Context: an optimization exercise on an open-source flow, tuned for small area. The choices shown serve that exercise and are no tape-out recipe.
No activity file was given, so power comes from the tool's default toggle rates.

## north
## lab5
module lab5 (input clk, SWO, input [15:0] IR_in, output logic [3:0] OPCODE, output logic [7:0] PC, alu_out, W_REG);
For scale: about 170 flip-flops, ~0.0083 mm² of cells after synthesis.
==> module lab5, before the edit <==
module lab5 (input clk, SWO, input [15:0] IR_in, output logic [3:0] OPCODE, output logic [7:0] PC, alu_out, W_REG);
localparam logic [2:0] IF0 = 3'd0, ID = 3'd1, FD = 3'd2, EX = 3'd3, RWB = 3'd4, IF = 3'd5, ID0 = 3'd6;
logic [2:0] state;
logic [3:0] OP, RA, RB, RD;
logic [7:0] A, B;
logic ph;
logic [7:0] S0 [0:7];
logic [7:0] S1 [0:7];
assign OP = IR_in[15:12];
assign RA = IR_in[11:8];
assign RB = IR_in[7:4];
assign RD = IR_in[3:0];
assign OPCODE = OP;
logic [7:0] ap, aq, asum;
logic [8:0] ac;
logic ge_s;
always_comb begin
  if (state == IF) begin
    ap = PC;
    aq = (OP == 4'd14 && ge_s) ? {4'b0, RD} : 8'd1;
    ac[0] = 1'b0;
  end else begin
    case (OP)
      4'd5:    ap = A & {8{B[0]}};
      4'd7:    ap = 8'h00;
      4'd8:    ap = 8'hFF;
      default: ap = A;
    endcase
    case (OP)
      4'd3:    aq = {4'b0, RB};
      4'd4, 4'd14: aq = ~B;
      4'd5:    aq = (A << 1) & {8{B[1]}};
      default: aq = B;
    endcase
    ac[0] = (OP == 4'd4) || (OP == 4'd7) || (OP == 4'd14);
  end
  for (int i = 0; i < 8; i++) begin
    asum[i] = ap[i] ^ aq[i] ^ ac[i];
    ac[i+1] = (ap[i] & aq[i]) | (ap[i] & ac[i]) | (aq[i] & ac[i]);
  end
end
logic [7:0] mul;
always_comb begin
  logic [7:0] acc, row;
  logic c;
  acc = asum;
  for (int i = 2; i < 8; i++) begin
    row = (A << i) & {8{B[i]}};
    c = 1'b0;
    for (int j = i; j < 8; j++) begin
      logic s;
      s = acc[j] ^ row[j] ^ c;
      c = (acc[j] & row[j]) | (acc[j] & c) | (row[j] & c);
      acc[j] = s;
    end
  end
  mul = acc;
end
logic [7:0] quo;
always_comb begin
  logic [7:0] r, x, d;
  logic [8:0] c;
  logic bnz;
  r = 8'b0;
  for (int k = 7; k >= 1; k--) begin
    x = {r[6:0], A[k]};
    c[0] = 1'b1;
    for (int i = 0; i < 8 - k; i++) begin
      d[i] = x[i] ^ ~B[i] ^ c[i];
      c[i+1] = (x[i] & ~B[i]) | (x[i] & c[i]) | (~B[i] & c[i]);
    end
    quo[k] = c[8-k] && ((B >> (8 - k)) == 8'b0);
    r = 8'b0;
    for (int i = 0; i < 8 - k; i++) r[i] = quo[k] ? d[i] : x[i];
  end
  quo[0] = {r[6:0], A[0]} >= B;
  bnz = |B;
  quo = quo & {8{bnz}};
end
always_comb begin
  case (OP)
    4'd1:  alu_out = {RA, RB};
    4'd2, 4'd3, 4'd4, 4'd7, 4'd8: alu_out = asum;
    4'd5:  alu_out = mul;
    4'd6:  alu_out = quo;
    4'd9:  alu_out = ~(ap | aq);
    4'd10: alu_out = ~(ap & aq);
    4'd11: alu_out = ap ^ aq;
    4'd12: alu_out = ~aq;
    default: alu_out = 8'b0;
  endcase
  if (state == IF) alu_out = W_REG;
end
logic wr;
assign wr = (state == EX || state == RWB) && (RD[0] != ph) && !(OP == 4'd13 || OP == 4'd14 || OP == 4'd15);
always_ff @(posedge clk) ge_s <= ac[8];
logic [7:0] pc_next;
assign pc_next = (OP == 4'd13) ? {RA, RB} : asum;
logic clr;
assign clr = (state == IF0) || (state == ID0);
logic [7:0] rda, rdb;
always_comb begin
  rda = (RA[0] ^ ph) ? S1[RA[3:1]] : S0[RA[3:1]];
  rdb = (RB[0] ^ ph) ? S1[RB[3:1]] : S0[RB[3:1]];
end
always_ff @(posedge clk or posedge SWO) begin
  if (SWO) begin
    state <= IF0;
    PC <= 8'b0;
    W_REG <= 8'b0;
    A <= 8'b0;
    B <= 8'b0;
    ph <= 1'b0;
  end else begin
    W_REG <= alu_out;
    A <= clr ? 8'b0 : rda;
    B <= clr ? 8'b0 : rdb;
    ph <= ~ph;
    if (state == IF) PC <= pc_next;
    case (state)
      IF0:     state <= ID0;
      IF:      state <= ID;
      ID, ID0: state <= FD;
      FD:      state <= EX;
      EX:      state <= RWB;
      default: state <= (OP == 4'd0) ? RWB : IF;
    endcase
  end
end
logic [7:0] ld, hold;
always_comb
  for (int m = 0; m < 8; m++) begin
    ld[m] = wr && RD[3:1] == 3'(m);
    hold[m] = !ld[m] && !clr;
  end
always_ff @(posedge clk) begin
  for (int m = 0; m < 8; m++) begin
    S1[m] <= S0[m];
    S0[m] <= (W_REG & {8{ld[m]}}) | (S1[m] & {8{hold[m]}});
  end
end
endmodule
clock: 17.0 ns
lec_check: 0
abc_area: 1
cap_margin: 20
cell_pad_in_sites_detail_placement: 1
cell_pad_in_sites_global_placement: 1
core_margin: 2
core_utilization: 35
slew_margin: 20
standard.sh (not shown) runs the stock make flow with config.mk's settings and CLKGATE_MAP_FILE= SYNTH_SCRIPT=/design/flow/synth_recipe.tcl, a recipe that flattens the netlist after the stock synthesis.
==> flow/flow/run.sh <==
#!/bin/bash
# Own layout flow: the standard flow (standard.sh) with three changes.
#  - Synthesis maps the logic with an area-oriented ABC script (flow/abc_area.script)
#    and without Yosys's full-adder extraction; registers are mapped exactly as in the
#    standard synthesis (same script, same dfflibmap step).
#  - Port buffers use the smallest buffer cell.
#  - Clock tree synthesis uses small clock buffers and no dummy loads.
# Each make call's full output goes to a log file in the work folder.
set -euo pipefail
W=$PWD
rm -rf "$W/scripts_area"
cp -r "$FLOW_HOME/scripts" "$W/scripts_area"
cp "$W/flow/abc_area.script" "$W/scripts_area/abc_area.script"
KNOBS=(SCRIPTS_DIR="$W/scripts_area" ADDER_MAP_FILE= ABC_AREA=1
  BUFFER_PORTS_ARGS="-buffer_cell sky130_fd_sc_hd__buf_1"
  CTS_ARGS="-sink_clustering_enable -repair_clock_nets -dont_use_dummy_load -buf_list sky130_fd_sc_hd__clkbuf_8")
bash standard.sh "${KNOBS[@]}" synth > "$W/log_synth.txt" 2>&1
bash standard.sh "${KNOBS[@]}" finish > "$W/log_layout.txt" 2>&1
==> flow/flow/abc_area.script <==
strash
dch -f
&get -n
&dch -f
&nf -R 1000
&put
topo
Edits applied to the flow inputs when going from north to south:
==> flow/design.v <==
module lab5 (input clk, SWO, input [15:0] IR_in, output logic [3:0] OPCODE, output logic [7:0] PC, alu_out, W_REG);
localparam logic [2:0] IF0 = 3'd0, ID = 3'd1, FD = 3'd2, EX = 3'd3, RWB = 3'd4, IF = 3'd5, ID0 = 3'd6;
logic [2:0] state;
logic [3:0] OP, RA, RB, RD;
logic [7:0] A, B;
logic ph;
logic [7:0] S0 [0:7];
logic [7:0] S1 [0:7];
assign OP = IR_in[15:12];
assign RA = IR_in[11:8];
assign RB = IR_in[7:4];
assign RD = IR_in[3:0];
assign OPCODE = OP;
logic [7:0] ap, aq, asum;
logic [8:0] ac;
logic ge_s;
logic [7:0] md_x;
always_comb begin
  if (state == IF) begin
    ap = PC;
    aq = (OP == 4'd14 && ge_s) ? {4'b0, RD} : 8'd1;
    ac[0] = 1'b0;
  end else begin
    case (OP)
      4'd5, 4'd6: ap = md_x;
      4'd7:    ap = 8'h00;
      4'd8:    ap = 8'hFF;
      default: ap = A;
    endcase
    case (OP)
      4'd3:    aq = {4'b0, RB};
      4'd4, 4'd6, 4'd14: aq = ~B;
      4'd5:    aq = A & {8{B[0]}};
      default: aq = B;
    endcase
    ac[0] = (OP == 4'd4) || (OP == 4'd6) || (OP == 4'd7) || (OP == 4'd14);
  end
  for (int i = 0; i < 8; i++) begin
    asum[i] = ap[i] ^ aq[i] ^ ac[i];
    ac[i+1] = (ap[i] & aq[i]) | (ap[i] & ac[i]) | (aq[i] & ac[i]);
  end
end
logic is_div;
logic [7:0] quo, mul;
assign is_div = OP == 4'd6;
always_comb begin
  logic [7:0] r, x, q, d;
  logic [8:0] c;
  r = 8'b0;
  for (int k = 7; k >= 1; k--) begin
    x = {r[6:0], A[k] & is_div};
    c[0] = is_div;
    for (int i = 0; i < 8 - k; i++) begin
      q[i] = is_div ? ~B[i] : (A[i] & B[k]);
      d[i] = x[i] ^ q[i] ^ c[i];
      c[i+1] = (x[i] & q[i]) | (x[i] & c[i]) | (q[i] & c[i]);
    end
    quo[k] = c[8-k] && ((B >> (8 - k)) == 8'b0);
    r = 8'b0;
    for (int i = 0; i < 8 - k; i++) r[i] = (quo[k] || !is_div) ? d[i] : x[i];
  end
  md_x = {r[6:0], A[0] & is_div};
  quo[0] = ac[8];
  quo = quo & {8{|B}};
end
assign mul = asum;
always_comb begin
  case (OP)
    4'd1:  alu_out = {RA, RB};
    4'd2, 4'd3, 4'd4, 4'd7, 4'd8: alu_out = asum;
    4'd5:  alu_out = mul;
    4'd6:  alu_out = quo;
    4'd9:  alu_out = ~(ap | aq);
    4'd10: alu_out = ~(ap & aq);
    4'd11: alu_out = ap ^ aq;
    4'd12: alu_out = ~aq;
    default: alu_out = 8'b0;
  endcase
  if (state == IF) alu_out = W_REG;
end
logic wr;
assign wr = (state == EX || state == RWB) && (RD[0] != ph) && !(OP == 4'd13 || OP == 4'd14 || OP == 4'd15);
always_ff @(posedge clk) ge_s <= ac[8];
logic [7:0] pc_next;
assign pc_next = (OP == 4'd13) ? {RA, RB} : asum;
logic clr;
assign clr = (state == IF0) || (state == ID0);
logic [7:0] rda, rdb;
always_comb begin
  rda = (RA[0] ^ ph) ? S1[RA[3:1]] : S0[RA[3:1]];
  rdb = (RB[0] ^ ph) ? S1[RB[3:1]] : S0[RB[3:1]];
end
always_ff @(posedge clk or posedge SWO) begin
  if (SWO) begin
    state <= IF0;
    PC <= 8'b0;
    W_REG <= 8'b0;
    A <= 8'b0;
    B <= 8'b0;
    ph <= 1'b0;
  end else begin
    W_REG <= alu_out;
    A <= clr ? 8'b0 : rda;
    B <= clr ? 8'b0 : rdb;
    ph <= ~ph;
    if (state == IF) PC <= pc_next;
    case (state)
      IF0:     state <= ID0;
      IF:      state <= ID;
      ID, ID0: state <= FD;
      FD:      state <= EX;
      EX:      state <= RWB;
      default: state <= (OP == 4'd0) ? RWB : IF;
    endcase
  end
end
logic [7:0] ld, hold;
always_comb
  for (int m = 0; m < 8; m++) begin
    ld[m] = wr && RD[3:1] == 3'(m);
    hold[m] = !ld[m] && !clr;
  end
always_ff @(posedge clk) begin
  for (int m = 0; m < 8; m++) begin
    S1[m] <= S0[m];
    S0[m] <= (W_REG & {8{ld[m]}}) | (S1[m] & {8{hold[m]}});
  end
end
endmodule
## What came out
Finished, but not clean: south, with negative setup slack.
Tap cell count (higher): north
NOTE multi-input gate count north->south decreased by a few percent
Diff north and south: number of cells on the critical path higher in south
Compared with north, in south fmax shows a reduction of 5.1 MHz; sum of routed wire segments on met1 shows an increase of 2.8%; minimum setup slack in the final design shows a reduction of 1.41 ns; proportion of power drawn by the clock network shows an increase of 1.6 points; switching power shows a reduction of about 22%.
Reported for north and south, hold-fix buffer count after cts turned out identical to the last digit.
Function was not checked in any run of this note: the RTL went through the layout flow alone.

[afterwards: timing with drivers on the ports]
How much do the figures lean on ideal ports? The routed layouts below were timed once more, with nothing changed but the port constraints.
Step 1 assumes that a clkbuf_16 drives the clock port and a buf_2 every other input.
Step 2, shift: input delay + t, output delay - t, t = (earliest + latest rising clock arrival at the registers) / 2. This alone moves slack from input paths to output paths.
Three values: ideal, step 1, step 2; two values: the first two.
run	shift t [ns]	slack for setup (ns)	worst setup path after step 2	latest minus earliest clock arrival (ns)
north	0.484	1.061 / 1.018 / 1.502	register to output	0.049 / 0.050
south	0.490	-0.353 / -0.385 / -0.385	input to output	0.052 / 0.052
The setup slack of south, which loses most, moves by -0.032 ns with the drivers and by -0.032 ns with both steps.
